From an optimization exercise on the open Yosys and OpenROAD flow, aimed at small area, a short achievable clock period and few clock cycles; shortcuts taken in it are not production practice. In this exercise RTL edits were held to simulation tests only and were not proved equivalent to the original.

File: flow/run.sh
#!/bin/bash
# synth_recipe.tcl (not shown) runs the flow's synth.tcl, then flattens the netlist and writes it again
# the make line also repeats each setting of config.mk as NAME=value (left out here)
make -C /OpenROAD-flow-scripts/flow DESIGN_CONFIG=/design/flow/config.mk WORK_HOME=/design/flow/orfs CLKGATE_MAP_FILE= SYNTH_SCRIPT=/design/flow/synth_recipe.tcl finish
File: flow/config.mk
export PLATFORM = sky130hd
export DESIGN_NAME = milestone1
export DESIGN_NICKNAME = milestone1
export VERILOG_FILES = /design/flow/design.v
export SDC_FILE = /design/flow/constraint.sdc
export NUM_CORES = 4
export LEC_CHECK = 0
export CAP_MARGIN = 20
export CORE_MARGIN = 2
export CORE_UTILIZATION = 40
export SLEW_MARGIN = 20
File: flow/constraint.sdc
create_clock -name core_clock -period 13.0 [get_ports {CLOCK_50_I}]
set_input_delay 2.6000 -clock core_clock [delete_from_list [all_inputs] [get_ports {CLOCK_50_I}]]
set_output_delay 2.6000 -clock core_clock [all_outputs]
set_load 0.01 [all_outputs]
File: flow/design.v
module milestone1 (
	input  logic        CLOCK_50_I,
	input  logic        resetn,
	input  logic        M1_en,
	output logic        M1_end,
	output logic [17:0] SRAM_address,
	input  logic [15:0] SRAM_read_data,
	output logic [15:0] SRAM_write_data,
	output logic        SRAM_we_n
);
localparam logic [17:0] UBASE = 18'd38400;
localparam logic [17:0] VOFS  = 18'd19200;
localparam logic [17:0] RGBBASE = 18'd146944;
logic [4:0]  ph;
logic        run, first, rs;
logic        isel_v, selR, selB;
logic [6:0]  gcnt;      
logic [15:0] ya;        
logic [17:0] ca;        
logic [17:0] ra;        
logic [7:0] UW [0:5];
logic [7:0] VW [0:5];
logic [7:0] SU, SV;
logic [7:0] YH, YL;         
logic [22:0] T;             
logic [7:0] PX;             
logic [7:0] PGU, PGV;       
logic [7:0] EB;             
wire [7:0] rh = SRAM_read_data[15:8];
wire [7:0] rl = SRAM_read_data[7:0];
wire clamp  = (gcnt >= 7'd78);
wire last_g = (gcnt == 7'd79);
wire [7:0] t0 = isel_v ? VW[0] : UW[0];
wire [7:0] t1 = isel_v ? VW[1] : UW[1];
wire [7:0] t2 = isel_v ? VW[2] : UW[2];
wire [7:0] t3 = isel_v ? VW[3] : UW[3];
wire [7:0] t4 = isel_v ? VW[4] : UW[4];
wire [7:0] t5 = isel_v ? VW[5] : UW[5];
logic [8:0] S1, S2, S3;
always_ff @(posedge CLOCK_50_I) begin
	S1 <= t0 + t5;
	S2 <= t1 + t4;
	S3 <= t2 + t3;
end
wire q_1 = S1[7] ^ S1[5];
wire q_2 = S1[7] & S1[5];
wire q_3 = S1[8] ^ S1[6];
wire q_4 = S1[8] & S1[6];
wire q_5 = S1[5] ^ S1[3];
wire q_6 = S1[5] & S1[3];
wire q_7 = S1[6] ^ S1[4] ^ S1[2];
wire q_8 = (S1[6] & S1[4]) | (S1[6] & S1[2]) | (S1[4] & S1[2]);
wire q_9 = S2[2] ^ S3[1] ^ ~S2[4];
wire q_10 = (S2[2] & S3[1]) | (S2[2] & ~S2[4]) | (S3[1] & ~S2[4]);
wire q_11 = q_1 ^ S1[3] ^ S2[3];
wire q_12 = (q_1 & S1[3]) | (q_1 & S2[3]) | (S1[3] & S2[3]);
wire q_13 = S3[2] ^ S3[0] ^ ~S2[5];
wire q_14 = (S3[2] & S3[0]) | (S3[2] & ~S2[5]) | (S3[0] & ~S2[5]);
wire q_15 = S2[1] ^ S3[7];
wire q_16 = ~(S2[1] | S3[7]);
wire q_17 = q_3 ^ S1[4] ^ S2[4];
wire q_18 = (q_3 & S1[4]) | (q_3 & S2[4]) | (S1[4] & S2[4]);
wire q_19 = S3[3] ^ S3[1] ^ q_2;
wire q_20 = (S3[3] & S3[1]) | (S3[3] & q_2) | (S3[1] & q_2);
wire q_21 = S2[6] ^ S2[2] ^ S3[8];
wire q_22 = (S2[6] & S2[2]) | (S2[6] & S3[8]) | (S2[2] & S3[8]);
wire q_23 = S1[7] ^ S1[5] ^ S2[5];
wire q_24 = (S1[7] & S1[5]) | (S1[7] & S2[5]) | (S1[5] & S2[5]);
wire q_25 = S3[4] ^ S3[2] ^ q_4;
wire q_26 = (S3[4] & S3[2]) | (S3[4] & q_4) | (S3[2] & q_4);
wire q_27 = ~S2[7] ^ ~S2[3] ^ 1'b1;
wire q_28 = (~S2[7] & ~S2[3]) | (~S2[7] & 1'b1) | (~S2[3] & 1'b1);
wire q_29 = S1[8] ^ S1[6] ^ S2[6];
wire q_30 = (S1[8] & S1[6]) | (S1[8] & S2[6]) | (S1[6] & S2[6]);
wire q_31 = S3[5] ^ S3[3] ^ ~S2[8];
wire q_32 = (S3[5] & S3[3]) | (S3[5] & ~S2[8]) | (S3[3] & ~S2[8]);
wire q_33 = ~S2[4] ^ 1'b1;
wire q_34 = ~S2[4] & 1'b1;
wire q_35 = S1[7] ^ S2[7] ^ S3[6];
wire q_36 = (S1[7] & S2[7]) | (S1[7] & S3[6]) | (S2[7] & S3[6]);
wire q_37 = S1[8] ^ S2[8];
wire q_38 = S1[8] & S2[8];
wire q_39 = S1[2] ^ S1[0];
wire q_40 = S1[2] & S1[0];
wire q_41 = S1[3] ^ S1[1];
wire q_42 = S1[3] & S1[1];
wire q_43 = S1[4] ^ S1[2] ^ S1[0];
wire q_44 = (S1[4] & S1[2]) | (S1[4] & S1[0]) | (S1[2] & S1[0]);
wire q_45 = S2[0] ^ ~S2[2];
wire q_46 = S2[0] & ~S2[2];
wire q_47 = q_5 ^ S1[1] ^ S2[1];
wire q_48 = (q_5 & S1[1]) | (q_5 & S2[1]) | (S1[1] & S2[1]);
wire q_49 = S3[0] ^ ~S2[3] ^ ~S3[5];
wire q_50 = (S3[0] & ~S2[3]) | (S3[0] & ~S3[5]) | (~S2[3] & ~S3[5]);
wire q_51 = q_7 ^ q_9 ^ q_6;
wire q_52 = (q_7 & q_9) | (q_7 & q_6) | (q_9 & q_6);
wire q_53 = ~S2[0] ^ ~S3[6] ^ 1'b1;
wire q_54 = (~S2[0] & ~S3[6]) | (~S2[0] & 1'b1) | (~S3[6] & 1'b1);
wire q_55 = q_11 ^ q_13 ^ q_15;
wire q_56 = (q_11 & q_13) | (q_11 & q_15) | (q_13 & q_15);
wire q_57 = q_8 ^ q_10 ^ 1'b1;
wire q_58 = (q_8 & q_10) | (q_8 & 1'b1) | (q_10 & 1'b1);
wire q_59 = q_17 ^ q_19 ^ q_12;
wire q_60 = (q_17 & q_19) | (q_17 & q_12) | (q_19 & q_12);
wire q_61 = q_14 ^ q_16 ^ ~q_21;
wire q_62 = (q_14 & q_16) | (q_14 & ~q_21) | (q_16 & ~q_21);
wire q_63 = q_23 ^ q_25 ^ q_27;
wire q_64 = (q_23 & q_25) | (q_23 & q_27) | (q_25 & q_27);
wire q_65 = q_18 ^ q_20 ^ ~q_22;
wire q_66 = (q_18 & q_20) | (q_18 & ~q_22) | (q_20 & ~q_22);
wire q_67 = q_29 ^ q_31 ^ q_33;
wire q_68 = (q_29 & q_31) | (q_29 & q_33) | (q_31 & q_33);
wire q_69 = q_24 ^ q_26 ^ q_28;
wire q_70 = (q_24 & q_26) | (q_24 & q_28) | (q_26 & q_28);
wire q_71 = q_35 ^ S3[4] ^ q_30;
wire q_72 = (q_35 & S3[4]) | (q_35 & q_30) | (S3[4] & q_30);
wire q_73 = q_32 ^ q_34 ^ ~S2[5];
wire q_74 = (q_32 & q_34) | (q_32 & ~S2[5]) | (q_34 & ~S2[5]);
wire q_75 = q_37 ^ S3[7] ^ S3[5];
wire q_76 = (q_37 & S3[7]) | (q_37 & S3[5]) | (S3[7] & S3[5]);
wire q_77 = q_36 ^ ~S2[6] ^ 1'b1;
wire q_78 = (q_36 & ~S2[6]) | (q_36 & 1'b1) | (~S2[6] & 1'b1);
wire q_79 = S3[8] ^ S3[6] ^ q_38;
wire q_80 = (S3[8] & S3[6]) | (S3[8] & q_38) | (S3[6] & q_38);
wire q_81 = ~S2[7] ^ 1'b1;
wire q_82 = ~S2[7] & 1'b1;
wire q_83 = S3[7] ^ ~S2[8];
wire q_84 = S3[7] & ~S2[8];
wire q_85 = q_39 ^ ~S2[0];
wire q_86 = q_39 & ~S2[0];
wire q_87 = q_41 ^ q_40 ^ ~S2[1];
wire q_88 = (q_41 & q_40) | (q_41 & ~S2[1]) | (q_40 & ~S2[1]);
wire q_89 = q_43 ^ q_45 ^ q_42;
wire q_90 = (q_43 & q_45) | (q_43 & q_42) | (q_45 & q_42);
wire q_91 = q_47 ^ q_49 ^ q_44;
wire q_92 = (q_47 & q_49) | (q_47 & q_44) | (q_49 & q_44);
wire q_93 = q_51 ^ q_53 ^ q_48;
wire q_94 = (q_51 & q_53) | (q_51 & q_48) | (q_53 & q_48);
wire q_95 = q_55 ^ q_57 ^ q_52;
wire q_96 = (q_55 & q_57) | (q_55 & q_52) | (q_57 & q_52);
wire q_97 = q_59 ^ q_61 ^ q_56;
wire q_98 = (q_59 & q_61) | (q_59 & q_56) | (q_61 & q_56);
wire q_99 = q_63 ^ q_65 ^ q_60;
wire q_100 = (q_63 & q_65) | (q_63 & q_60) | (q_65 & q_60);
wire q_101 = q_67 ^ q_69 ^ q_64;
wire q_102 = (q_67 & q_69) | (q_67 & q_64) | (q_69 & q_64);
wire q_103 = q_71 ^ q_73 ^ q_68;
wire q_104 = (q_71 & q_73) | (q_71 & q_68) | (q_73 & q_68);
wire q_105 = q_75 ^ q_77 ^ q_72;
wire q_106 = (q_75 & q_77) | (q_75 & q_72) | (q_77 & q_72);
wire q_107 = q_79 ^ q_81 ^ q_76;
wire q_108 = (q_79 & q_81) | (q_79 & q_76) | (q_81 & q_76);
wire q_109 = q_83 ^ q_80 ^ q_82;
wire q_110 = (q_83 & q_80) | (q_83 & q_82) | (q_80 & q_82);
wire q_111 = S1[0] ^ ~S3[0];
wire q_112 = S1[0] & ~S3[0];
wire q_113 = S1[1] ^ ~S3[1];
wire q_114 = S1[1] & ~S3[1];
wire q_115 = q_85 ^ ~S3[2] ^ 1'b1;
wire q_116 = (q_85 & ~S3[2]) | (q_85 & 1'b1) | (~S3[2] & 1'b1);
wire q_117 = q_87 ^ q_86 ^ ~S3[3];
wire q_118 = (q_87 & q_86) | (q_87 & ~S3[3]) | (q_86 & ~S3[3]);
wire q_119 = q_89 ^ q_88 ^ ~S3[4];
wire q_120 = (q_89 & q_88) | (q_89 & ~S3[4]) | (q_88 & ~S3[4]);
wire q_121 = q_91 ^ q_46 ^ q_90;
wire q_122 = (q_91 & q_46) | (q_91 & q_90) | (q_46 & q_90);
wire q_123 = q_93 ^ q_50 ^ q_92;
wire q_124 = (q_93 & q_50) | (q_93 & q_92) | (q_50 & q_92);
wire q_125 = q_95 ^ q_54 ^ q_94;
wire q_126 = (q_95 & q_54) | (q_95 & q_94) | (q_54 & q_94);
wire q_127 = q_97 ^ q_58 ^ q_96;
wire q_128 = (q_97 & q_58) | (q_97 & q_96) | (q_58 & q_96);
wire q_129 = q_99 ^ q_62 ^ q_98;
wire q_130 = (q_99 & q_62) | (q_99 & q_98) | (q_62 & q_98);
wire q_131 = q_101 ^ q_66 ^ q_100;
wire q_132 = (q_101 & q_66) | (q_101 & q_100) | (q_66 & q_100);
wire q_133 = q_103 ^ q_70 ^ q_102;
wire q_134 = (q_103 & q_70) | (q_103 & q_102) | (q_70 & q_102);
wire q_135 = q_105 ^ q_74 ^ q_104;
wire q_136 = (q_105 & q_74) | (q_105 & q_104) | (q_74 & q_104);
wire q_137 = q_107 ^ q_78 ^ q_106;
wire q_138 = (q_107 & q_78) | (q_107 & q_106) | (q_78 & q_106);
wire q_139 = q_109 ^ q_108 ^ 1'b1;
wire q_140 = (q_109 & q_108) | (q_109 & 1'b1) | (q_108 & 1'b1);
wire q_141 = S3[8] ^ q_84 ^ q_110;
wire q_142 = (S3[8] & q_84) | (S3[8] & q_110) | (q_84 & q_110);
wire [15:0] q_a = {q_141, q_139, q_137, q_135, q_133, q_131, q_129, q_127, q_125, q_123, q_121, q_119, q_117, q_115, q_113, q_111};
wire [15:0] q_b = {q_140, q_138, q_136, q_134, q_132, q_130, q_128, q_126, q_124, q_122, q_120, q_118, q_116, q_114, q_112, 1'b1};
wire [15:0] isum = q_a + q_b;
wire [7:0] ip = isum[15:8];
wire [7:0] TY = (ph == 5'd9 || ph == 5'd3) ? YH : YL;
wire ty_1 = TY[7] ^ TY[5];
wire ty_2 = TY[7] & TY[5];
wire ty_3 = TY[6] ^ TY[4];
wire ty_4 = TY[6] & TY[4];
wire ty_5 = TY[7] ^ TY[5];
wire ty_6 = TY[7] & TY[5];
wire ty_7 = TY[4] ^ TY[2];
wire ty_8 = TY[4] & TY[2];
wire ty_9 = TY[5] ^ TY[3] ^ TY[1];
wire ty_10 = (TY[5] & TY[3]) | (TY[5] & TY[1]) | (TY[3] & TY[1]);
wire ty_11 = TY[6] ^ TY[4] ^ TY[2];
wire ty_12 = (TY[6] & TY[4]) | (TY[6] & TY[2]) | (TY[4] & TY[2]);
wire ty_13 = ty_1 ^ TY[3] ^ TY[0];
wire ty_14 = (ty_1 & TY[3]) | (ty_1 & TY[0]) | (TY[3] & TY[0]);
wire ty_15 = ty_3 ^ TY[1] ^ ty_2;
wire ty_16 = (ty_3 & TY[1]) | (ty_3 & ty_2) | (TY[1] & ty_2);
wire ty_17 = ty_5 ^ TY[2] ^ ty_4;
wire ty_18 = (ty_5 & TY[2]) | (ty_5 & ty_4) | (TY[2] & ty_4);
wire ty_19 = TY[6] ^ TY[3] ^ ty_6;
wire ty_20 = (TY[6] & TY[3]) | (TY[6] & ty_6) | (TY[3] & ty_6);
wire ty_21 = TY[7] ^ TY[4];
wire ty_22 = TY[7] & TY[4];
wire ty_23 = TY[2] ^ TY[0];
wire ty_24 = TY[2] & TY[0];
wire ty_25 = TY[3] ^ TY[1] ^ 1'b1;
wire ty_26 = (TY[3] & TY[1]) | (TY[3] & 1'b1) | (TY[1] & 1'b1);
wire ty_27 = ty_7 ^ TY[0] ^ 1'b1;
wire ty_28 = (ty_7 & TY[0]) | (ty_7 & 1'b1) | (TY[0] & 1'b1);
wire ty_29 = ty_9 ^ ty_8 ^ 1'b1;
wire ty_30 = (ty_9 & ty_8) | (ty_9 & 1'b1) | (ty_8 & 1'b1);
wire ty_31 = ty_11 ^ ty_10 ^ 1'b1;
wire ty_32 = (ty_11 & ty_10) | (ty_11 & 1'b1) | (ty_10 & 1'b1);
wire ty_33 = ty_13 ^ ty_12 ^ 1'b1;
wire ty_34 = (ty_13 & ty_12) | (ty_13 & 1'b1) | (ty_12 & 1'b1);
wire ty_35 = ty_15 ^ ty_14 ^ 1'b1;
wire ty_36 = (ty_15 & ty_14) | (ty_15 & 1'b1) | (ty_14 & 1'b1);
wire ty_37 = ty_17 ^ ty_16 ^ 1'b1;
wire ty_38 = (ty_17 & ty_16) | (ty_17 & 1'b1) | (ty_16 & 1'b1);
wire ty_39 = ty_19 ^ ty_18 ^ 1'b1;
wire ty_40 = (ty_19 & ty_18) | (ty_19 & 1'b1) | (ty_18 & 1'b1);
wire ty_41 = ty_21 ^ ty_20 ^ 1'b1;
wire ty_42 = (ty_21 & ty_20) | (ty_21 & 1'b1) | (ty_20 & 1'b1);
wire ty_43 = TY[5] ^ ty_22 ^ 1'b1;
wire ty_44 = (TY[5] & ty_22) | (TY[5] & 1'b1) | (ty_22 & 1'b1);
wire ty_45 = TY[6] ^ 1'b1;
wire ty_46 = TY[6] & 1'b1;
wire ty_47 = TY[7] ^ 1'b1;
wire ty_48 = TY[7] & 1'b1;
wire [22:0] ty_a = {1'b1, ty_47, ty_45, ty_43, ty_41, ty_39, ty_37, ty_35, ty_33, ty_31, ty_29, ty_27, ty_25, ty_23, TY[1], TY[0], ~TY[6], ~TY[5], ~TY[4], ~TY[3], ~TY[2], ~TY[1], ~TY[0]};
wire [22:0] ty_b = {ty_48, ty_46, ty_44, ty_42, ty_40, ty_38, ty_36, ty_34, ty_32, ty_30, ty_28, ty_26, ty_24, 1'b1, 1'b1, ~TY[7], 1'b0, 1'b0, 1'b0, 1'b0, 1'b0, 1'b0, 1'b1};
wire [22:0] Tn = ty_a + ty_b;
wire [7:0] XR = PX & {8{selR}};
wire [7:0] XB = PX & {8{selB}};
wire rb_1 = T[5] ^ PX[7];
wire rb_2 = T[5] & PX[7];
wire rb_3 = T[15] ^ PX[0];
wire rb_4 = T[15] & PX[0];
wire rb_5 = T[2] ^ PX[4];
wire rb_6 = T[2] & PX[4];
wire rb_7 = T[3] ^ PX[5] ^ PX[4];
wire rb_8 = (T[3] & PX[5]) | (T[3] & PX[4]) | (PX[5] & PX[4]);
wire rb_9 = T[4] ^ PX[6] ^ PX[5];
wire rb_10 = (T[4] & PX[6]) | (T[4] & PX[5]) | (PX[6] & PX[5]);
wire rb_11 = PX[2] ^ XB[3];
wire rb_12 = PX[2] & XB[3];
wire rb_13 = rb_1 ^ PX[6] ^ PX[3];
wire rb_14 = (rb_1 & PX[6]) | (rb_1 & PX[3]) | (PX[6] & PX[3]);
wire rb_15 = PX[0] ^ XB[4] ^ 1'b1;
wire rb_16 = (PX[0] & XB[4]) | (PX[0] & 1'b1) | (XB[4] & 1'b1);
wire rb_17 = T[6] ^ PX[7] ^ PX[4];
wire rb_18 = (T[6] & PX[7]) | (T[6] & PX[4]) | (PX[7] & PX[4]);
wire rb_19 = PX[1] ^ XB[5] ^ rb_2;
wire rb_20 = (PX[1] & XB[5]) | (PX[1] & rb_2) | (XB[5] & rb_2);
wire rb_21 = T[7] ^ PX[5] ^ PX[2];
wire rb_22 = (T[7] & PX[5]) | (T[7] & PX[2]) | (PX[5] & PX[2]);
wire rb_23 = XB[6] ^ 1'b1;
wire rb_24 = XB[6] & 1'b1;
wire rb_25 = T[8] ^ PX[6] ^ PX[3];
wire rb_26 = (T[8] & PX[6]) | (T[8] & PX[3]) | (PX[6] & PX[3]);
wire rb_27 = XB[7] ^ XB[0] ^ selR;
wire rb_28 = (XB[7] & XB[0]) | (XB[7] & selR) | (XB[0] & selR);
wire rb_29 = T[9] ^ PX[7] ^ PX[4];
wire rb_30 = (T[9] & PX[7]) | (T[9] & PX[4]) | (PX[7] & PX[4]);
wire rb_31 = XR[0] ^ XB[1];
wire rb_32 = XR[0] & XB[1];
wire rb_33 = T[10] ^ PX[5] ^ XR[1];
wire rb_34 = (T[10] & PX[5]) | (T[10] & XR[1]) | (PX[5] & XR[1]);
wire rb_35 = XR[0] ^ XB[2] ^ 1'b1;
wire rb_36 = (XR[0] & XB[2]) | (XR[0] & 1'b1) | (XB[2] & 1'b1);
wire rb_37 = T[11] ^ PX[6] ^ XR[2];
wire rb_38 = (T[11] & PX[6]) | (T[11] & XR[2]) | (PX[6] & XR[2]);
wire rb_39 = XR[1] ^ XB[3];
wire rb_40 = XR[1] & XB[3];
wire rb_41 = T[12] ^ PX[7] ^ XR[3];
wire rb_42 = (T[12] & PX[7]) | (T[12] & XR[3]) | (PX[7] & XR[3]);
wire rb_43 = XR[2] ^ XB[4];
wire rb_44 = XR[2] & XB[4];
wire rb_45 = T[13] ^ XR[4] ^ XR[3];
wire rb_46 = (T[13] & XR[4]) | (T[13] & XR[3]) | (XR[4] & XR[3]);
wire rb_47 = XB[5] ^ ~XR[0] ^ 1'b1;
wire rb_48 = (XB[5] & ~XR[0]) | (XB[5] & 1'b1) | (~XR[0] & 1'b1);
wire rb_49 = T[14] ^ XR[5] ^ XR[4];
wire rb_50 = (T[14] & XR[5]) | (T[14] & XR[4]) | (XR[5] & XR[4]);
wire rb_51 = XB[6] ^ ~XR[1] ^ 1'b1;
wire rb_52 = (XB[6] & ~XR[1]) | (XB[6] & 1'b1) | (~XR[1] & 1'b1);
wire rb_53 = rb_3 ^ XR[6] ^ XR[5];
wire rb_54 = (rb_3 & XR[6]) | (rb_3 & XR[5]) | (XR[6] & XR[5]);
wire rb_55 = XB[7] ^ selB ^ ~XR[2];
wire rb_56 = (XB[7] & selB) | (XB[7] & ~XR[2]) | (selB & ~XR[2]);
wire rb_57 = T[16] ^ PX[1] ^ XR[7];
wire rb_58 = (T[16] & PX[1]) | (T[16] & XR[7]) | (PX[1] & XR[7]);
wire rb_59 = XR[6] ^ rb_4 ^ ~XR[3];
wire rb_60 = (XR[6] & rb_4) | (XR[6] & ~XR[3]) | (rb_4 & ~XR[3]);
wire rb_61 = T[17] ^ PX[2] ^ XR[7];
wire rb_62 = (T[17] & PX[2]) | (T[17] & XR[7]) | (PX[2] & XR[7]);
wire rb_63 = selB ^ ~XR[4];
wire rb_64 = selB & ~XR[4];
wire rb_65 = T[18] ^ PX[3];
wire rb_66 = T[18] & PX[3];
wire rb_67 = T[19] ^ PX[4];
wire rb_68 = T[19] & PX[4];
wire rb_69 = T[20] ^ PX[5];
wire rb_70 = T[20] & PX[5];
wire rb_71 = T[1] ^ PX[3];
wire rb_72 = T[1] & PX[3];
wire rb_73 = rb_5 ^ PX[3] ^ PX[0];
wire rb_74 = (rb_5 & PX[3]) | (rb_5 & PX[0]) | (PX[3] & PX[0]);
wire rb_75 = rb_7 ^ PX[1] ^ XB[2];
wire rb_76 = (rb_7 & PX[1]) | (rb_7 & XB[2]) | (PX[1] & XB[2]);
wire rb_77 = rb_9 ^ rb_11 ^ rb_8;
wire rb_78 = (rb_9 & rb_11) | (rb_9 & rb_8) | (rb_11 & rb_8);
wire rb_79 = rb_13 ^ rb_15 ^ rb_10;
wire rb_80 = (rb_13 & rb_15) | (rb_13 & rb_10) | (rb_15 & rb_10);
wire rb_81 = rb_17 ^ rb_19 ^ rb_14;
wire rb_82 = (rb_17 & rb_19) | (rb_17 & rb_14) | (rb_19 & rb_14);
wire rb_83 = rb_21 ^ rb_23 ^ rb_18;
wire rb_84 = (rb_21 & rb_23) | (rb_21 & rb_18) | (rb_23 & rb_18);
wire rb_85 = rb_25 ^ rb_27 ^ rb_22;
wire rb_86 = (rb_25 & rb_27) | (rb_25 & rb_22) | (rb_27 & rb_22);
wire rb_87 = rb_29 ^ rb_31 ^ rb_26;
wire rb_88 = (rb_29 & rb_31) | (rb_29 & rb_26) | (rb_31 & rb_26);
wire rb_89 = rb_33 ^ rb_35 ^ rb_30;
wire rb_90 = (rb_33 & rb_35) | (rb_33 & rb_30) | (rb_35 & rb_30);
wire rb_91 = rb_37 ^ rb_39 ^ rb_34;
wire rb_92 = (rb_37 & rb_39) | (rb_37 & rb_34) | (rb_39 & rb_34);
wire rb_93 = rb_41 ^ rb_43 ^ rb_38;
wire rb_94 = (rb_41 & rb_43) | (rb_41 & rb_38) | (rb_43 & rb_38);
wire rb_95 = rb_45 ^ rb_47 ^ rb_42;
wire rb_96 = (rb_45 & rb_47) | (rb_45 & rb_42) | (rb_47 & rb_42);
wire rb_97 = rb_49 ^ rb_51 ^ rb_46;
wire rb_98 = (rb_49 & rb_51) | (rb_49 & rb_46) | (rb_51 & rb_46);
wire rb_99 = rb_53 ^ rb_55 ^ rb_50;
wire rb_100 = (rb_53 & rb_55) | (rb_53 & rb_50) | (rb_55 & rb_50);
wire rb_101 = rb_57 ^ rb_59 ^ rb_54;
wire rb_102 = (rb_57 & rb_59) | (rb_57 & rb_54) | (rb_59 & rb_54);
wire rb_103 = rb_61 ^ rb_63 ^ rb_58;
wire rb_104 = (rb_61 & rb_63) | (rb_61 & rb_58) | (rb_63 & rb_58);
wire rb_105 = rb_65 ^ rb_62 ^ rb_64;
wire rb_106 = (rb_65 & rb_62) | (rb_65 & rb_64) | (rb_62 & rb_64);
wire rb_107 = rb_67 ^ rb_66 ^ ~XR[6];
wire rb_108 = (rb_67 & rb_66) | (rb_67 & ~XR[6]) | (rb_66 & ~XR[6]);
wire rb_109 = rb_69 ^ selB ^ rb_68;
wire rb_110 = (rb_69 & selB) | (rb_69 & rb_68) | (selB & rb_68);
wire rb_111 = T[21] ^ PX[6] ^ selR;
wire rb_112 = (T[21] & PX[6]) | (T[21] & selR) | (PX[6] & selR);
wire rb_113 = T[0] ^ PX[2];
wire rb_114 = T[0] & PX[2];
wire rb_115 = rb_71 ^ PX[2] ^ XB[0];
wire rb_116 = (rb_71 & PX[2]) | (rb_71 & XB[0]) | (PX[2] & XB[0]);
wire rb_117 = rb_73 ^ XB[1] ^ rb_72;
wire rb_118 = (rb_73 & XB[1]) | (rb_73 & rb_72) | (XB[1] & rb_72);
wire rb_119 = rb_75 ^ rb_6 ^ rb_74;
wire rb_120 = (rb_75 & rb_6) | (rb_75 & rb_74) | (rb_6 & rb_74);
wire rb_121 = rb_77 ^ rb_76 ^ 1'b1;
wire rb_122 = (rb_77 & rb_76) | (rb_77 & 1'b1) | (rb_76 & 1'b1);
wire rb_123 = rb_79 ^ rb_12 ^ rb_78;
wire rb_124 = (rb_79 & rb_12) | (rb_79 & rb_78) | (rb_12 & rb_78);
wire rb_125 = rb_81 ^ rb_16 ^ rb_80;
wire rb_126 = (rb_81 & rb_16) | (rb_81 & rb_80) | (rb_16 & rb_80);
wire rb_127 = rb_83 ^ rb_20 ^ rb_82;
wire rb_128 = (rb_83 & rb_20) | (rb_83 & rb_82) | (rb_20 & rb_82);
wire rb_129 = rb_85 ^ rb_24 ^ rb_84;
wire rb_130 = (rb_85 & rb_24) | (rb_85 & rb_84) | (rb_24 & rb_84);
wire rb_131 = rb_87 ^ rb_28 ^ rb_86;
wire rb_132 = (rb_87 & rb_28) | (rb_87 & rb_86) | (rb_28 & rb_86);
wire rb_133 = rb_89 ^ rb_32 ^ rb_88;
wire rb_134 = (rb_89 & rb_32) | (rb_89 & rb_88) | (rb_32 & rb_88);
wire rb_135 = rb_91 ^ rb_36 ^ rb_90;
wire rb_136 = (rb_91 & rb_36) | (rb_91 & rb_90) | (rb_36 & rb_90);
wire rb_137 = rb_93 ^ rb_40 ^ rb_92;
wire rb_138 = (rb_93 & rb_40) | (rb_93 & rb_92) | (rb_40 & rb_92);
wire rb_139 = rb_95 ^ rb_44 ^ rb_94;
wire rb_140 = (rb_95 & rb_44) | (rb_95 & rb_94) | (rb_44 & rb_94);
wire rb_141 = rb_97 ^ rb_48 ^ rb_96;
wire rb_142 = (rb_97 & rb_48) | (rb_97 & rb_96) | (rb_48 & rb_96);
wire rb_143 = rb_99 ^ rb_52 ^ rb_98;
wire rb_144 = (rb_99 & rb_52) | (rb_99 & rb_98) | (rb_52 & rb_98);
wire rb_145 = rb_101 ^ rb_56 ^ rb_100;
wire rb_146 = (rb_101 & rb_56) | (rb_101 & rb_100) | (rb_56 & rb_100);
wire rb_147 = rb_103 ^ rb_60 ^ rb_102;
wire rb_148 = (rb_103 & rb_60) | (rb_103 & rb_102) | (rb_60 & rb_102);
wire rb_149 = rb_105 ^ rb_104 ^ ~XR[5];
wire rb_150 = (rb_105 & rb_104) | (rb_105 & ~XR[5]) | (rb_104 & ~XR[5]);
wire rb_151 = rb_107 ^ rb_106 ^ 1'b1;
wire rb_152 = (rb_107 & rb_106) | (rb_107 & 1'b1) | (rb_106 & 1'b1);
wire rb_153 = rb_109 ^ rb_108 ^ ~XR[7];
wire rb_154 = (rb_109 & rb_108) | (rb_109 & ~XR[7]) | (rb_108 & ~XR[7]);
wire rb_155 = rb_111 ^ rb_70 ^ rb_110;
wire rb_156 = (rb_111 & rb_70) | (rb_111 & rb_110) | (rb_70 & rb_110);
wire rb_157 = T[22] ^ PX[7] ^ rb_112;
wire rb_158 = (T[22] & PX[7]) | (T[22] & rb_112) | (PX[7] & rb_112);
wire [26:0] rb_a = {1'b1, 1'b1, rb_157, rb_155, rb_153, rb_151, rb_149, rb_147, rb_145, rb_143, rb_141, rb_139, rb_137, rb_135, rb_133, rb_131, rb_129, rb_127, rb_125, rb_123, rb_121, rb_119, rb_117, rb_115, rb_113, PX[1], PX[0]};
wire [26:0] rb_b = {1'b0, rb_158, rb_156, rb_154, rb_152, rb_150, rb_148, rb_146, rb_144, rb_142, rb_140, rb_138, rb_136, rb_134, rb_132, rb_130, rb_128, rb_126, rb_124, rb_122, rb_120, rb_118, rb_116, rb_114, PX[1], PX[0], 1'b0};
wire [26:0] RBs = rb_a + rb_b;
wire g_1 = T[13] ^ PGU[2];
wire g_2 = T[13] & PGU[2];
wire g_3 = T[14] ^ PGU[3] ^ PGV[2];
wire g_4 = (T[14] & PGU[3]) | (T[14] & PGV[2]) | (PGU[3] & PGV[2]);
wire g_5 = T[15] ^ PGU[4] ^ PGV[3];
wire g_6 = (T[15] & PGU[4]) | (T[15] & PGV[3]) | (PGU[4] & PGV[3]);
wire g_7 = T[16] ^ PGU[5] ^ PGV[4];
wire g_8 = (T[16] & PGU[5]) | (T[16] & PGV[4]) | (PGU[5] & PGV[4]);
wire g_9 = T[17] ^ PGU[6];
wire g_10 = T[17] & PGU[6];
wire g_11 = T[18] ^ PGU[7];
wire g_12 = T[18] & PGU[7];
wire g_13 = T[3] ^ PGU[2];
wire g_14 = T[3] & PGU[2];
wire g_15 = T[4] ^ PGU[3] ^ ~PGU[1];
wire g_16 = (T[4] & PGU[3]) | (T[4] & ~PGU[1]) | (PGU[3] & ~PGU[1]);
wire g_17 = T[5] ^ PGU[4] ^ ~PGU[2];
wire g_18 = (T[5] & PGU[4]) | (T[5] & ~PGU[2]) | (PGU[4] & ~PGU[2]);
wire g_19 = T[6] ^ PGU[5];
wire g_20 = T[6] & PGU[5];
wire g_21 = T[7] ^ PGU[6];
wire g_22 = T[7] & PGU[6];
wire g_23 = T[8] ^ PGU[7] ^ ~PGU[5];
wire g_24 = (T[8] & PGU[7]) | (T[8] & ~PGU[5]) | (PGU[7] & ~PGU[5]);
wire g_25 = T[9] ^ ~PGU[6];
wire g_26 = T[9] & ~PGU[6];
wire g_27 = T[10] ^ ~PGU[7] ^ ~PGU[2];
wire g_28 = (T[10] & ~PGU[7]) | (T[10] & ~PGU[2]) | (~PGU[7] & ~PGU[2]);
wire g_29 = PGV[7] ^ PGV[0];
wire g_30 = ~(PGV[7] | PGV[0]);
wire g_31 = T[11] ^ PGU[0] ^ ~PGU[3];
wire g_32 = (T[11] & PGU[0]) | (T[11] & ~PGU[3]) | (PGU[0] & ~PGU[3]);
wire g_33 = T[12] ^ PGU[1] ^ PGV[0];
wire g_34 = (T[12] & PGU[1]) | (T[12] & PGV[0]) | (PGU[1] & PGV[0]);
wire g_35 = PGU[4] ^ PGV[2];
wire g_36 = ~(PGU[4] | PGV[2]);
wire g_37 = g_1 ^ PGV[1] ^ ~PGU[5];
wire g_38 = (g_1 & PGV[1]) | (g_1 & ~PGU[5]) | (PGV[1] & ~PGU[5]);
wire g_39 = ~PGU[0] ^ ~PGV[3] ^ 1'b1;
wire g_40 = (~PGU[0] & ~PGV[3]) | (~PGU[0] & 1'b1) | (~PGV[3] & 1'b1);
wire g_41 = g_3 ^ g_2 ^ ~PGU[6];
wire g_42 = (g_3 & g_2) | (g_3 & ~PGU[6]) | (g_2 & ~PGU[6]);
wire g_43 = PGU[1] ^ PGV[4] ^ PGV[0];
wire g_44 = (PGU[1] & PGV[4]) | (PGU[1] & PGV[0]) | (PGV[4] & PGV[0]);
wire g_45 = g_5 ^ g_4 ^ ~PGU[7];
wire g_46 = (g_5 & g_4) | (g_5 & ~PGU[7]) | (g_4 & ~PGU[7]);
wire g_47 = PGU[2] ^ PGV[5] ^ PGV[1];
wire g_48 = (PGU[2] & PGV[5]) | (PGU[2] & PGV[1]) | (PGV[5] & PGV[1]);
wire g_49 = g_7 ^ g_6 ^ ~PGU[3];
wire g_50 = (g_7 & g_6) | (g_7 & ~PGU[3]) | (g_6 & ~PGU[3]);
wire g_51 = ~PGV[6] ^ ~PGV[2] ^ 1'b1;
wire g_52 = (~PGV[6] & ~PGV[2]) | (~PGV[6] & 1'b1) | (~PGV[2] & 1'b1);
wire g_53 = g_9 ^ PGV[5] ^ g_8;
wire g_54 = (g_9 & PGV[5]) | (g_9 & g_8) | (PGV[5] & g_8);
wire g_55 = PGU[4] ^ PGV[7] ^ PGV[3];
wire g_56 = (PGU[4] & PGV[7]) | (PGU[4] & PGV[3]) | (PGV[7] & PGV[3]);
wire g_57 = g_11 ^ PGV[6] ^ g_10;
wire g_58 = (g_11 & PGV[6]) | (g_11 & g_10) | (PGV[6] & g_10);
wire g_59 = ~PGU[5] ^ ~PGV[4] ^ 1'b1;
wire g_60 = (~PGU[5] & ~PGV[4]) | (~PGU[5] & 1'b1) | (~PGV[4] & 1'b1);
wire g_61 = T[19] ^ PGV[7] ^ g_12;
wire g_62 = (T[19] & PGV[7]) | (T[19] & g_12) | (PGV[7] & g_12);
wire g_63 = ~PGU[6] ^ ~PGV[5] ^ 1'b1;
wire g_64 = (~PGU[6] & ~PGV[5]) | (~PGU[6] & 1'b1) | (~PGV[5] & 1'b1);
wire g_65 = T[20] ^ ~PGU[7] ^ ~PGV[6];
wire g_66 = (T[20] & ~PGU[7]) | (T[20] & ~PGV[6]) | (~PGU[7] & ~PGV[6]);
wire g_67 = g_13 ^ ~PGU[0];
wire g_68 = g_13 & ~PGU[0];
wire g_69 = g_15 ^ g_14 ^ ~PGV[6];
wire g_70 = (g_15 & g_14) | (g_15 & ~PGV[6]) | (g_14 & ~PGV[6]);
wire g_71 = g_17 ^ g_16 ^ ~PGV[7];
wire g_72 = (g_17 & g_16) | (g_17 & ~PGV[7]) | (g_16 & ~PGV[7]);
wire g_73 = g_19 ^ g_18 ^ ~PGU[3];
wire g_74 = (g_19 & g_18) | (g_19 & ~PGU[3]) | (g_18 & ~PGU[3]);
wire g_75 = g_21 ^ g_20 ^ ~PGU[4];
wire g_76 = (g_21 & g_20) | (g_21 & ~PGU[4]) | (g_20 & ~PGU[4]);
wire g_77 = g_23 ^ g_22 ^ ~PGU[0];
wire g_78 = (g_23 & g_22) | (g_23 & ~PGU[0]) | (g_22 & ~PGU[0]);
wire g_79 = g_25 ^ g_24 ^ ~PGU[1];
wire g_80 = (g_25 & g_24) | (g_25 & ~PGU[1]) | (g_24 & ~PGU[1]);
wire g_81 = g_27 ^ g_29 ^ g_26;
wire g_82 = (g_27 & g_29) | (g_27 & g_26) | (g_29 & g_26);
wire g_83 = g_31 ^ g_28 ^ g_30;
wire g_84 = (g_31 & g_28) | (g_31 & g_30) | (g_28 & g_30);
wire g_85 = g_33 ^ g_35 ^ g_32;
wire g_86 = (g_33 & g_35) | (g_33 & g_32) | (g_35 & g_32);
wire g_87 = g_37 ^ g_39 ^ g_34;
wire g_88 = (g_37 & g_39) | (g_37 & g_34) | (g_39 & g_34);
wire g_89 = g_41 ^ g_38 ^ g_40;
wire g_90 = (g_41 & g_38) | (g_41 & g_40) | (g_38 & g_40);
wire g_91 = g_45 ^ g_42 ^ ~g_47;
wire g_92 = (g_45 & g_42) | (g_45 & ~g_47) | (g_42 & ~g_47);
wire g_93 = g_49 ^ g_51 ^ g_46;
wire g_94 = (g_49 & g_51) | (g_49 & g_46) | (g_51 & g_46);
wire g_95 = g_53 ^ g_50 ^ g_52;
wire g_96 = (g_53 & g_50) | (g_53 & g_52) | (g_50 & g_52);
wire g_97 = g_57 ^ g_59 ^ g_54;
wire g_98 = (g_57 & g_59) | (g_57 & g_54) | (g_59 & g_54);
wire g_99 = g_61 ^ g_63 ^ g_58;
wire g_100 = (g_61 & g_63) | (g_61 & g_58) | (g_63 & g_58);
wire g_101 = g_65 ^ g_62 ^ g_64;
wire g_102 = (g_65 & g_62) | (g_65 & g_64) | (g_62 & g_64);
wire g_103 = T[21] ^ g_66 ^ ~PGV[7];
wire g_104 = (T[21] & g_66) | (T[21] & ~PGV[7]) | (g_66 & ~PGV[7]);
wire g_105 = T[1] ^ PGU[0];
wire g_106 = T[1] & PGU[0];
wire g_107 = T[2] ^ PGU[1] ^ ~PGV[4];
wire g_108 = (T[2] & PGU[1]) | (T[2] & ~PGV[4]) | (PGU[1] & ~PGV[4]);
wire g_109 = g_67 ^ ~PGV[5] ^ ~PGV[0];
wire g_110 = (g_67 & ~PGV[5]) | (g_67 & ~PGV[0]) | (~PGV[5] & ~PGV[0]);
wire g_111 = g_69 ^ g_68 ^ ~PGV[1];
wire g_112 = (g_69 & g_68) | (g_69 & ~PGV[1]) | (g_68 & ~PGV[1]);
wire g_113 = g_71 ^ g_70 ^ ~PGV[2];
wire g_114 = (g_71 & g_70) | (g_71 & ~PGV[2]) | (g_70 & ~PGV[2]);
wire g_115 = g_73 ^ g_72 ^ ~PGV[3];
wire g_116 = (g_73 & g_72) | (g_73 & ~PGV[3]) | (g_72 & ~PGV[3]);
wire g_117 = g_75 ^ g_74 ^ ~PGV[4];
wire g_118 = (g_75 & g_74) | (g_75 & ~PGV[4]) | (g_74 & ~PGV[4]);
wire g_119 = g_77 ^ g_76 ^ ~PGV[5];
wire g_120 = (g_77 & g_76) | (g_77 & ~PGV[5]) | (g_76 & ~PGV[5]);
wire g_121 = g_79 ^ g_78 ^ ~PGV[6];
wire g_122 = (g_79 & g_78) | (g_79 & ~PGV[6]) | (g_78 & ~PGV[6]);
wire g_123 = g_81 ^ g_80 ^ 1'b1;
wire g_124 = (g_81 & g_80) | (g_81 & 1'b1) | (g_80 & 1'b1);
wire g_125 = g_83 ^ g_82 ^ ~PGV[1];
wire g_126 = (g_83 & g_82) | (g_83 & ~PGV[1]) | (g_82 & ~PGV[1]);
wire g_127 = g_85 ^ g_84 ^ 1'b1;
wire g_128 = (g_85 & g_84) | (g_85 & 1'b1) | (g_84 & 1'b1);
wire g_129 = g_87 ^ g_36 ^ g_86;
wire g_130 = (g_87 & g_36) | (g_87 & g_86) | (g_36 & g_86);
wire g_131 = g_89 ^ g_88 ^ ~g_43;
wire g_132 = (g_89 & g_88) | (g_89 & ~g_43) | (g_88 & ~g_43);
wire g_133 = g_91 ^ g_90 ^ ~g_44;
wire g_134 = (g_91 & g_90) | (g_91 & ~g_44) | (g_90 & ~g_44);
wire g_135 = g_93 ^ g_92 ^ ~g_48;
wire g_136 = (g_93 & g_92) | (g_93 & ~g_48) | (g_92 & ~g_48);
wire g_137 = g_95 ^ g_94 ^ ~g_55;
wire g_138 = (g_95 & g_94) | (g_95 & ~g_55) | (g_94 & ~g_55);
wire g_139 = g_97 ^ g_96 ^ ~g_56;
wire g_140 = (g_97 & g_96) | (g_97 & ~g_56) | (g_96 & ~g_56);
wire g_141 = g_99 ^ g_60 ^ g_98;
wire g_142 = (g_99 & g_60) | (g_99 & g_98) | (g_60 & g_98);
wire g_143 = g_101 ^ g_100 ^ 1'b1;
wire g_144 = (g_101 & g_100) | (g_101 & 1'b1) | (g_100 & 1'b1);
wire g_145 = g_103 ^ g_102 ^ 1'b1;
wire g_146 = (g_103 & g_102) | (g_103 & 1'b1) | (g_102 & 1'b1);
wire g_147 = T[22] ^ g_104;
wire g_148 = T[22] & g_104;
wire [26:0] g_a = {1'b1, 1'b1, g_147, g_145, g_143, g_141, g_139, g_137, g_135, g_133, g_131, g_129, g_127, g_125, g_123, g_121, g_119, g_117, g_115, g_113, g_111, g_109, g_107, g_105, T[0], ~PGV[1], ~PGV[0]};
wire [26:0] g_b = {1'b0, g_148, g_146, g_144, g_142, g_140, g_138, g_136, g_134, g_132, g_130, g_128, g_126, g_124, g_122, g_120, g_118, g_116, g_114, g_112, g_110, g_108, g_106, ~PGV[3], ~PGV[2], 1'b0, 1'b1};
wire [26:0] Gs = g_a + g_b;
function automatic [7:0] clip(input logic [26:0] x);
	clip = x[26] ? 8'd0 : (|x[25:24]) ? 8'd255 : x[23:16];
endfunction
wire [7:0] cRB = clip(RBs);
wire [7:0] cG  = clip(Gs);
logic [4:0] nph;
always_comb begin
	case (ph)
		5'd8:  nph = last_g ? 5'd10 : 5'd9;
		5'd9:  nph = 5'd0;
		5'd16: nph = 5'd9;
		default: nph = ph + 5'd1;
	endcase
end
wire frame_done = (ph == 5'd8) && last_g && (&SRAM_address);
always_ff @(posedge CLOCK_50_I or negedge resetn) begin
	if (!resetn) begin
		ph <= 5'd10;
		run <= 1'b0;
		first <= 1'b1;
		rs <= 1'b0;
		isel_v <= 1'b0;
		selR <= 1'b0;
		selB <= 1'b0;
		M1_end <= 1'b0;
		gcnt <= 7'd0;
		ya <= 16'd0;
		ca <= UBASE;
		ra <= RGBBASE;
		SRAM_address <= UBASE + VOFS;
		SRAM_we_n <= 1'b1;
	end else begin
		if (M1_en) run <= 1'b1;
		if (run && !M1_end) begin
		isel_v <= (nph == 5'd0) || (nph == 5'd4);
		selR <= (nph == 5'd1) || (nph == 5'd2) || (nph == 5'd5) || (nph == 5'd6);
		selB <= !((nph == 5'd1) || (nph == 5'd2) || (nph == 5'd5) || (nph == 5'd6));
		if (ph == 5'd14) first <= 1'b0;
		if (ph == 5'd16) rs <= 1'b1;
		else if (ph == 5'd0) rs <= 1'b0;
		if (frame_done) begin
			M1_end <= 1'b1;
			SRAM_we_n <= 1'b1;
		end else begin
			ph <= nph;
			if (ph == 5'd8) gcnt <= last_g ? 7'd0 : gcnt + 7'd1;
			SRAM_we_n <= 1'b1;
			case (nph)
				5'd5, 5'd9, 5'd12: begin
					SRAM_address <= {2'b0, ya};
					if (nph != 5'd12 || first) ya <= ya + 16'd1;
				end
				5'd2, 5'd3, 5'd4, 5'd6, 5'd7, 5'd8: begin
					SRAM_address <= ra;
					ra <= ra + 18'd1;
					SRAM_we_n <= 1'b0;
				end
				5'd0: begin
					SRAM_address <= ca;
				end
				5'd11, 5'd15: begin
					SRAM_address <= ca;
					ca <= ca + 18'd1;
				end
				default: begin  
					SRAM_address <= ca + VOFS;
					if (nph == 5'd1 && !clamp) ca <= ca + 18'd1;
				end
			endcase
		end
		end
	end
end
wire u_sh = (ph == 5'd2) || (ph == 5'd6) || (ph == 5'd13) || (ph == 5'd14) || (ph == 5'd15) || (ph == 5'd16) ||
            ((ph == 5'd9 || ph == 5'd0) && rs);
wire u_rh = ((ph == 5'd2) && !clamp) || (ph == 5'd13) || (ph == 5'd9);
wire u_su = ((ph == 5'd6) && !clamp) || (ph == 5'd16) || (ph == 5'd0);
wire v_sh = (ph == 5'd3) || (ph == 5'd7) || (ph == 5'd12) || (ph == 5'd13) || (ph == 5'd14) || (ph == 5'd15) ||
            (ph == 5'd16) || ((ph == 5'd9) && rs);
wire v_rh = ((ph == 5'd3) && !clamp) || (ph == 5'd12) || (ph == 5'd16);
wire v_sv = ((ph == 5'd7) && !clamp) || (ph == 5'd15) || (ph == 5'd9);
always_ff @(posedge CLOCK_50_I) begin
	if (ph == 5'd1 || ph == 5'd7 || (ph == 5'd14 && first)) begin
		YH <= rh; YL <= rl;
	end
	case (ph)
		5'd1, 5'd5: SRAM_write_data <= {cRB, cG};
		5'd2, 5'd6: SRAM_write_data <= {EB, cRB};
		default:    SRAM_write_data <= {cG, cRB};
	endcase
	if (ph == 5'd0 || ph == 5'd4) EB <= cRB;
	case (ph)
		5'd9, 5'd3: begin T <= Tn; PX <= UW[2]; end
		5'd0, 5'd4: begin PX <= VW[2]; PGU <= UW[2]; PGV <= VW[2]; end
		5'd1, 5'd5: begin T <= Tn; PX <= ip; PGV <= ip; end
		5'd2, 5'd6: begin PX <= ip; PGU <= ip; end
		default: ;
	endcase
	if (u_sh) begin
		UW[0] <= UW[1]; UW[1] <= UW[2]; UW[2] <= UW[3]; UW[3] <= UW[4]; UW[4] <= UW[5];
		if (u_rh) UW[5] <= rh;
		else if (u_su) UW[5] <= SU;
	end
	if (u_rh) SU <= rl;
	if (v_sh) begin
		VW[0] <= VW[1]; VW[1] <= VW[2]; VW[2] <= VW[3]; VW[3] <= VW[4]; VW[4] <= VW[5];
		if (v_rh) VW[5] <= rh;
		else if (v_sv) VW[5] <= SV;
	end
	if (v_rh) SV <= rl;
end
endmodule
==> results of run 1 <==
==> layer usage <==
metal | routed length, um | GRT usage [%]
met1 | 23700 | 25.3
met2 | 24200 | 30.2
met3 | 1810 | 2.46
met4 | 968 | 4.17
met5 | 0 | 0
==> layout by cell type, fill, tap and decap left out, drive strengths merged, types with 37 or more instances in the layout <==
| cell type | instances |
|---|---|
| a21oi | 60 |
| clkbuf | 49 |
| clkdlybuf4s50 | 53 |
| dfrtp | 72 |
| dfxtp | 43 |
| edfxtp | 183 |
| fa | 172 |
| ha | 182 |
| inv | 347 |
| mux2 | 64 |
| nand2 | 125 |
| nand3 | 37 |
| nor2 | 94 |
| o21ai | 80 |
| xnor2 | 78 |
| xor2 | 44 |
==> registers in the layout (all words and copies together), names as in the netlist, 9 cells and up <==
name and count:
S2 9, SRAM_address 18, UW 48, S1 9, SRAM_write_data 16, ya 16, T 23, ra 18
VW 48, S3 9, ca 18
==> layout make-up <==
class                      instances  area [sq um]  area share, %
clock buffer                      49           992           4.09
clock inverter                    16           138          0.567
inverter                         347          1300           5.36
multi-input combinational       1270         11700           48.3
sequential                       316          8630           35.6
tap                              696           871           3.59
timing repair buffer              65           624           2.57
==> worst max-delay path by stage <==
stage,start,to,slack (ns)
finish,PGU[5],SRAM_write_data[8],7.33
global route,PGU[5],SRAM_write_data[8],7.06
CTS,PGU[5],SRAM_write_data[8],7.36
detailed placement,PGU[5],SRAM_write_data[8],7.38
global placement,PGU[5],SRAM_write_data[15],7.50
floorplan,PGU[5],SRAM_write_data[10],8.09
==> per-stage QoR <==
stage                     setup WS, ns
after floorplan                   8.09
after global placement            7.50
after detailed placement          7.38
after CTS                         7.36
after global routing              7.06
final                             7.33
==> cells by family after synthesis <==
| logic type | count (synthesis) | synth area share (%) |
|---|---|---|
| AOI/OAI and AO/OA | 311 | 9.43 |
| muxes | 78 | 3.98 |
| and+or+nand+nor | 405 | 9.14 |
| DFF | 316 | 39.6 |
| adders and majority gates | 354 | 26.2 |
| buffers and inverters | 389 | 6.77 |
| xor gates and xnor gates | 122 | 4.90 |
==> flow_summary_export.csv, run 1 <==
group,metric,value,unit
critical_path,critical_path.n_buffers_inverters,2,
clock_network,clock_tree.root_cell,"sky130_fd_sc_hd__clkbuf_16",
critical_path,worst-r2r-setup-slack,7.33,ns
yosys,syn-num-nets,2348,
drt,routed_wire_length_per_instance,18.4,um
yosys,synth.yosys.seq_area_share,39.6,%
clock_network,clock_sink_count,316,
worst_hold_path,worst_hold_path_type,"flip-flop to flip-flop",
critical_path,path_max_fanout,12,
clock_network,clkTransAtPathRegs,0.06,ns
critical_path,cp_top_family,"adder cells",
floorplanning,initial_core_util,40.5,%
sta,totalNegativeSetupSlack,0,ns
finish,filler_cells_inserted,4941,
finish,stdcell_count,2759,
yosys,synth-async-reset-ratio,28.5,%
clock_network,cts_htree_levels,2,
critical_path,critPathSlowestCell,"sky130_fd_sc_hd__a21oi_1",
sta,drv_slew,0,
critical_path,reg2reg_from,"PGU[5]",
critical_path,critical_path_arrival,6.13,ns
yosys,number_of_flops_mapped_to_enable_cells_by_yosys,183,
finish,layout-drive-gt1-share,8.48,%
critical_path,timing_worst_setup_path_type,"flip-flop to flip-flop",
yosys,postSynthCellCount,1975,
sta,skew,0.0188,ns
clock_network,post_cts_resized,0,
floorplanning,placement_rows,85,
worst_hold_path,whs_endpoint,"UW[2][3]",
yosys,synthTopCellsByArea,"sky130_fd_sc_hd__edfxtp_1, sky130_fd_sc_hd__fa_1, sky130_fd_sc_hd__ha_1, sky130_fd_sc_hd__dfrtp_1, sky130_fd_sc_hd__inv_1",
drt,post_detailed_route_count_of_antenna_violating_nets,0,
yosys,netlist-cell-type-count,86,
placed_design,port-buffer-count,54,
worst_hold_path,worstHoldStart,"UW[3][3]",
sta,final_hold_viol_count,0,
yosys,synthDominantAreaCellType,"sky130_fd_sc_hd__edfxtp_1",
placed_design,numPlacedInstances,2694,
yosys,ys.warnings.count,3,
yosys,yosys.cell_count.top_type,"sky130_fd_sc_hd__inv_1",
finish,flow.area_growth_from_synthesis,11.3,%
critical_path,worst-endpoint-required,13.45,ns
job,maxCapViolations,0,
placed_design,final_hpwl_from_detailed_placement,40500,um
critical_path,cp_cell_sequence,"fa_1 -> fa_1 -> inv_1 -> fa_1 -> fa_1 -> inv_1 -> ha_1 -> a21o_1 -> a2111oi_0 -> o21ai_0 -> o2111ai_1 -> a21oi_1 -> a21o_1 -> a21oi_1 -> nor2_1 -> o221ai_1",
yosys,syn-mean-instance-area,11.0,sq um
finish,design.final.nets,2409,
critical_path,setup.worst_path.start_class,"flip-flop",
grt,grt-ovfl-total,0,
clock_network,cts_hold_buffers,0,
grt,grt_start_max_net_pins,87,
sta,fin_worst_hold_slack,0.442,ns
drt,via_count,14300,
clock_network,insertion_delay_to_the_later_sink_of_the_worst_skew_pair,0.54,ns
sta,grt_setup_unrepaired,"no",
drt,drtPass1Iterations,6,
drt,vias_per_cell,5.20,
sta,timing.slew.headroom,36.6,%
critical_path,cp-end-kind,"flip-flop",
sta,worst_slew_pin_slew,0.948,ns
drt,drt_iter0_markers,987,
finish,finished_layout_cell_area,0.0243,sq mm
yosys,primary_ff_master_synth,"sky130_fd_sc_hd__edfxtp_1",
floorplanning,ios,55,
critical_path,reg2reg_depth,16,
critical_path,worst_r2r_endpoint,"SRAM_write_data[8]",
drt,route.detailed.drc,0,
floorplanning,core_region_area,0.0539,sq mm
grt,first_global_vias,14600,
yosys,netlist.area_leader.share,25.2,%
run_status,outcome,"timing/DRC/antenna clean",
clock_network,numCtsBuffers,36,
sta,timing.final.crit_period,5.67,ns
placed_design,dp_area,0.0231,sq mm
floorplanning,die_h,238,um
sta,report.final.setup_viol,0,
clock_network,clock_tree.buffer_depth,3,
worst_hold_path,timing.hold.worst_path_depth,0,
finish,insertedDiodeCount,0,
critical_path,max_stage_delay,0.69,ns
critical_path,path_depth,16,
drt,detail_route.wirelength,50700,um
finish,fin_util,45.0,%
grt,grt_first_pass_wirelength,80300,um
floorplanning,floorplan.die_area,0.0564,sq mm
grt,grt_antenna_before_repair,0,
yosys,post_synthesis_instance_area,0.0218,sq mm
sta,max_clock_freq,0.176,GHz
placed_design,gp_routability_congestion,0.911,
yosys,synth_top_cells_by_count,"sky130_fd_sc_hd__inv_1, sky130_fd_sc_hd__edfxtp_1, sky130_fd_sc_hd__ha_1",
clock_network,cts.repair_timing.setup_buffer_count,0,
clock_network,tritoncts,"done",
yosys,postSynthRegisterBits,316,
sta,fin_crit_sh,43.6,%
grt,grtUsageTotal,18.2,%
critical_path,most_prevalent_standard_cell_on_the_critical_path,"sky130_fd_sc_hd__fa_1",
floorplanning,chip_width,238,um
Testbench counts, summed over its fixed seeds: cycles 1,162,086.
==> inputs of run 2 (changes only) <==
==> flow/flow/run.sh (new file) <==
#!/bin/bash
# The standard layout (standard.sh, unchanged synthesis and steps), with the
# timing repair after CTS and global routing asked to reach 9 ns of setup slack
# at the design's clock period, using only gate sizing, pin swaps and buffering
# (no gate cloning, no buffer removal). The full make output, which holds every
# tool's output, goes to layout.log here; ORFS keeps each step's log under orfs/logs.
set -euo pipefail
bash standard.sh SETUP_SLACK_MARGIN=9 SKIP_GATE_CLONING=1 SETUP_MOVE_SEQUENCE=sizeup,swap,buffer finish > layout.log 2>&1
==> flow/standard.sh (new file) <==
#!/bin/bash
# synth_recipe.tcl (not shown) runs the flow's synth.tcl, then flattens the netlist and writes it again
# the make line also repeats each setting of config.mk as NAME=value (left out here)
make -C /OpenROAD-flow-scripts/flow DESIGN_CONFIG=/design/flow/config.mk WORK_HOME=/design/flow/orfs CLKGATE_MAP_FILE= SYNTH_SCRIPT=/design/flow/synth_recipe.tcl "${@:-finish}"
removed: flow/run.sh
==> run 2 against run 1 <==
Die area is the same; worst setup slack improved by 1.1 ns; sequential share of layout area decreased by 2.5 points; flip-flop and latch count is the same; critical endpoint is now EB[2]; largest cell class unchanged.
==> flow_summary_export.csv, run 2 <==
group,metric,value,unit
finish,flow.area_growth_from_synthesis,19.8,%
yosys,post_synthesis_instance_area,0.0218,sq mm
critical_path,cp-end-kind,"flip-flop",
finish,largest_registers,"UW: 48 flops, VW: 48 flops, T: 23 flops",
finish,layout-drive-gt1-share,20.0,%
drt,detail_route.wirelength,53100,um
grt,grt_start_max_net_pins,62,
placed_design,gp_routability_congestion,0.908,
floorplanning,floorplan.die_area,0.0564,sq mm
grt,grt_antenna_before_repair,0,
finish,most-common-layout-cells,"sky130_fd_sc_hd__inv_1, sky130_fd_sc_hd__edfxtp_1, sky130_fd_sc_hd__fa_1, sky130_fd_sc_hd__ha_1, sky130_fd_sc_hd__nand2_1",
worst_hold_path,worst_hold_path_type,"flip-flop to flip-flop",
yosys,primary_ff_master_synth,"sky130_fd_sc_hd__edfxtp_1",
critical_path,critical_path.endpoint,"EB[2]",
yosys,syn-num-nets,2348,
grt,grt-ovfl-total,0,
clock_network,tritoncts,"done",
sta,grt_setup_unrepaired,"yes",
yosys,yosys.cell_count.top_type,"sky130_fd_sc_hd__inv_1",
yosys,synth-async-reset-ratio,28.5,%
floorplanning,die_h,238,um
finish,most_common_cell_after_layout_fill_and_taps_aside,"sky130_fd_sc_hd__inv_1",
clock_network,clkTransAtPathRegs,0.06,ns
sta,max_clock_freq,0.220,GHz
grt,grtUsageTotal,19.1,%
critical_path,worst-endpoint-required,13.32,ns
clock_network,clock_sink_count,316,
placed_design,place_ws,7.97,ns
sta,timing.final.crit_period,4.55,ns
sta,drv_slew,0,
yosys,ys.warnings.count,3,
critical_path,cp-startpoint,"PX[0]",
job,maxCapViolations,0,
finish,design.final.nets,2493,
sta,totalNegativeSetupSlack,0,ns
critical_path,reg2reg_from,"PX[0]",
floorplanning,ios,55,
placed_design,final_hpwl_from_detailed_placement,40900,um
yosys,number_of_flops_mapped_to_enable_cells_by_yosys,183,
critical_path,cp_top_family,"adder cells",
drt,post_detailed_route_count_of_antenna_violating_nets,0,
critical_path,worst_r2r_endpoint,"EB[2]",
sta,report.final.setup_viol,0,
clock_network,numCtsBuffers,38,
drt,drtPass1Iterations,5,
critical_path,path_max_fanout,4,
run_status,outcome,"timing/DRC/antenna clean",
finish,multiInputGateArea,0.0127,sq mm
clock_network,clock_tree.buffer_depth,3,
yosys,synth_top_cells_by_count,"sky130_fd_sc_hd__inv_1, sky130_fd_sc_hd__edfxtp_1, sky130_fd_sc_hd__ha_1",
clock_network,cts_htree_levels,2,
finish,filler_cells_inserted,4773,
sta,fin_crit_sh,35.0,%
yosys,synthDominantAreaCellType,"sky130_fd_sc_hd__edfxtp_1",
yosys,synth.yosys.seq_area_share,39.6,%
clock_network,insertion_delay_to_the_later_sink_of_the_worst_skew_pair,0.57,ns
floorplanning,chip_width,238,um
critical_path,setup.worst_path.start_class,"flip-flop",
sta,skew,0.0324,ns
yosys,netlist-cell-type-count,86,
finish,insertedDiodeCount,0,
drt,vias_per_cell,5.16,
finish,register_area,0.00865,sq mm
critical_path,max_stage_delay,0.52,ns
sta,final_hold_viol_count,0,
drt,drt_iter0_markers,926,
sta,timing.slew.headroom,30.8,%
sta,worst_slew_pin_slew,1.04,ns
yosys,postSynthCellCount,1975,
yosys,synthTopCellsByArea,"sky130_fd_sc_hd__edfxtp_1, sky130_fd_sc_hd__fa_1, sky130_fd_sc_hd__ha_1, sky130_fd_sc_hd__dfrtp_1, sky130_fd_sc_hd__inv_1",
yosys,syn-mean-instance-area,11.0,sq um
yosys,postSynthRegisterBits,316,
drt,via_count,14700,
critical_path,cp_cell_sequence,"buf_4 -> nand2_1 -> inv_1 -> fa_1 -> inv_1 -> fa_1 -> fa_1 -> inv_1 -> ha_1 -> a21o_1 -> a21oi_1 -> nor2b_1 -> o21ai_0 -> a21oi_1 -> o21ai_0 -> nand2_1 -> a31oi_4 -> nor2_1",
placed_design,port-buffer-count,54,
floorplanning,placement_rows,85,
critical_path,critPathSlowestCell,"sky130_fd_sc_hd__fa_1",
grt,first_global_vias,15400,
critical_path,critical_path.n_buffers_inverters,4,
critical_path,timing_worst_setup_path_type,"flip-flop to flip-flop",
floorplanning,initial_core_util,40.5,%
critical_path,worst-r2r-setup-slack,8.45,ns
critical_path,critical_path_arrival,4.87,ns
drt,route.detailed.drc,0,
sta,layout_setup_ws,8.45,ns
grt,grt_first_pass_wirelength,84200,um
drt,routed_wire_length_per_instance,18.7,um
clock_network,cts_hold_buffers,0,
clock_network,clock_tree.root_cell,"sky130_fd_sc_hd__clkbuf_16",
floorplanning,core_region_area,0.0539,sq mm
critical_path,path_depth,18,
critical_path,reg2reg_depth,18,
yosys,netlist.area_leader.share,25.2,%
[run 2: worst min-delay path by stage]
stage,start,end,depth (start not counted)
6_report,UW[4][0],UW[3][0],0
5_1_grt,VW[4][5],VW[3][5],0
4_1_cts,VW[4][5],VW[3][5],0
3_5_place_dp,VW[4][5],VW[3][5],0
3_3_place_gp,VW[3][0],VW[2][0],0
2_1_floorplan,VW[1][0],VW[0][0],0
[run 2: repair_timing]
| action | 4_1_cts | 5_1_grt |
|---|---|---|
| endpoints found under the setup margin | 94 | 61 |
| pin swaps | 73 | 42 |
| buffers inserted | 59 | 24 |
| resized for setup | 173 | 36 |
[run 2: worst reg2reg max path, cell delays in order (launching register included)]
cell                       delay (ns)
sky130_fd_sc_hd__edfxtp_1        0.48
sky130_fd_sc_hd__buf_4           0.19
sky130_fd_sc_hd__nand2_1         0.13
sky130_fd_sc_hd__inv_1           0.07
sky130_fd_sc_hd__fa_1            0.48
sky130_fd_sc_hd__inv_1           0.05
sky130_fd_sc_hd__fa_1            0.48
sky130_fd_sc_hd__fa_1            0.52
sky130_fd_sc_hd__inv_1           0.04
sky130_fd_sc_hd__ha_1            0.29
sky130_fd_sc_hd__a21o_1          0.18
sky130_fd_sc_hd__a21oi_1         0.19
sky130_fd_sc_hd__nor2b_1         0.08
sky130_fd_sc_hd__o21ai_0         0.17
sky130_fd_sc_hd__a21oi_1         0.10
sky130_fd_sc_hd__o21ai_0         0.38
sky130_fd_sc_hd__nand2_1         0.17
sky130_fd_sc_hd__a31oi_4         0.27
sky130_fd_sc_hd__nor2_1          0.06
[run 2: per-layer routing]
metal  wire length [um]  track usage, %
met5                  0               0
met4               1140            5.09
met3               2000            2.88
met2              25700            32.3
met1              24300            25.6
[run 2: final cells by class]
type | instances | share of cell area (%)
repair buffers | 147 | 4.83
multi-input cells | 1270 | 48.7
flip-flops and latches | 316 | 33.1
clock buffers | 51 | 4.02
inverters | 347 | 5.01
well taps | 696 | 3.33
clock inverters | 19 | 1.03
[run 2: cells by family after synthesis]
group | Yosys count | share of synthesized area [%]
AO/OA/AOI/OAI | 311 | 9.43
XOR/XNOR | 122 | 4.90
adder cells (fa/ha/maj) | 354 | 26.2
buffers and inverters | 389 | 6.77
flip-flops | 316 | 39.6
multiplexers | 78 | 3.98
AND/OR/NAND/NOR | 405 | 9.14
[run 2: metrics by stage]
step,cell area (sq um),hold WS [ns],std cells,util (%)
4_1_cts,25800,0.442,2822,47.8
3_5_place_dp,23400,0.427,2693,43.5
5_1_grt,26100,0.450,2846,48.5
6_report,26100,0.442,2846,48.5
2_1_floorplan,22200,0.420,1975,-
3_3_place_gp,23400,0.423,2693,43.5

[separate check: timing with driven ports]
How much do the figures lean on ideal ports? The routed layouts below were timed once more, with nothing changed but the port constraints.
Step 1: set_driving_cell puts a clkbuf_16 on CLOCK_50_I and a buf_2 on each other input, an assumption about the parent block.
Step 2 times the ports against the registers' clock, not the clock port: input delays grow and output delays shrink by t, the midpoint of the rising clock arrivals with the driver on.
Slacks: ideal ports / drivers / drivers and shift; pairs: ideal ports / drivers.
| run | t (ns) | slack for setup (ns) | slew at the worst register clock pin (ns) | worst slew at a driven data input, ns | pins driven straight from the clock port |
|---|---|---|---|---|---|
| run 1 | 0.585 | 7.328 / 7.328 / 7.328 | 0.06 / 0.06 | 0.05 | 1 |
| run 2 | 0.607 | 8.448 / 8.448 / 8.448 | 0.07 / 0.07 | 0.04 | 1 |
After both steps setup and hold are still met in every run listed.
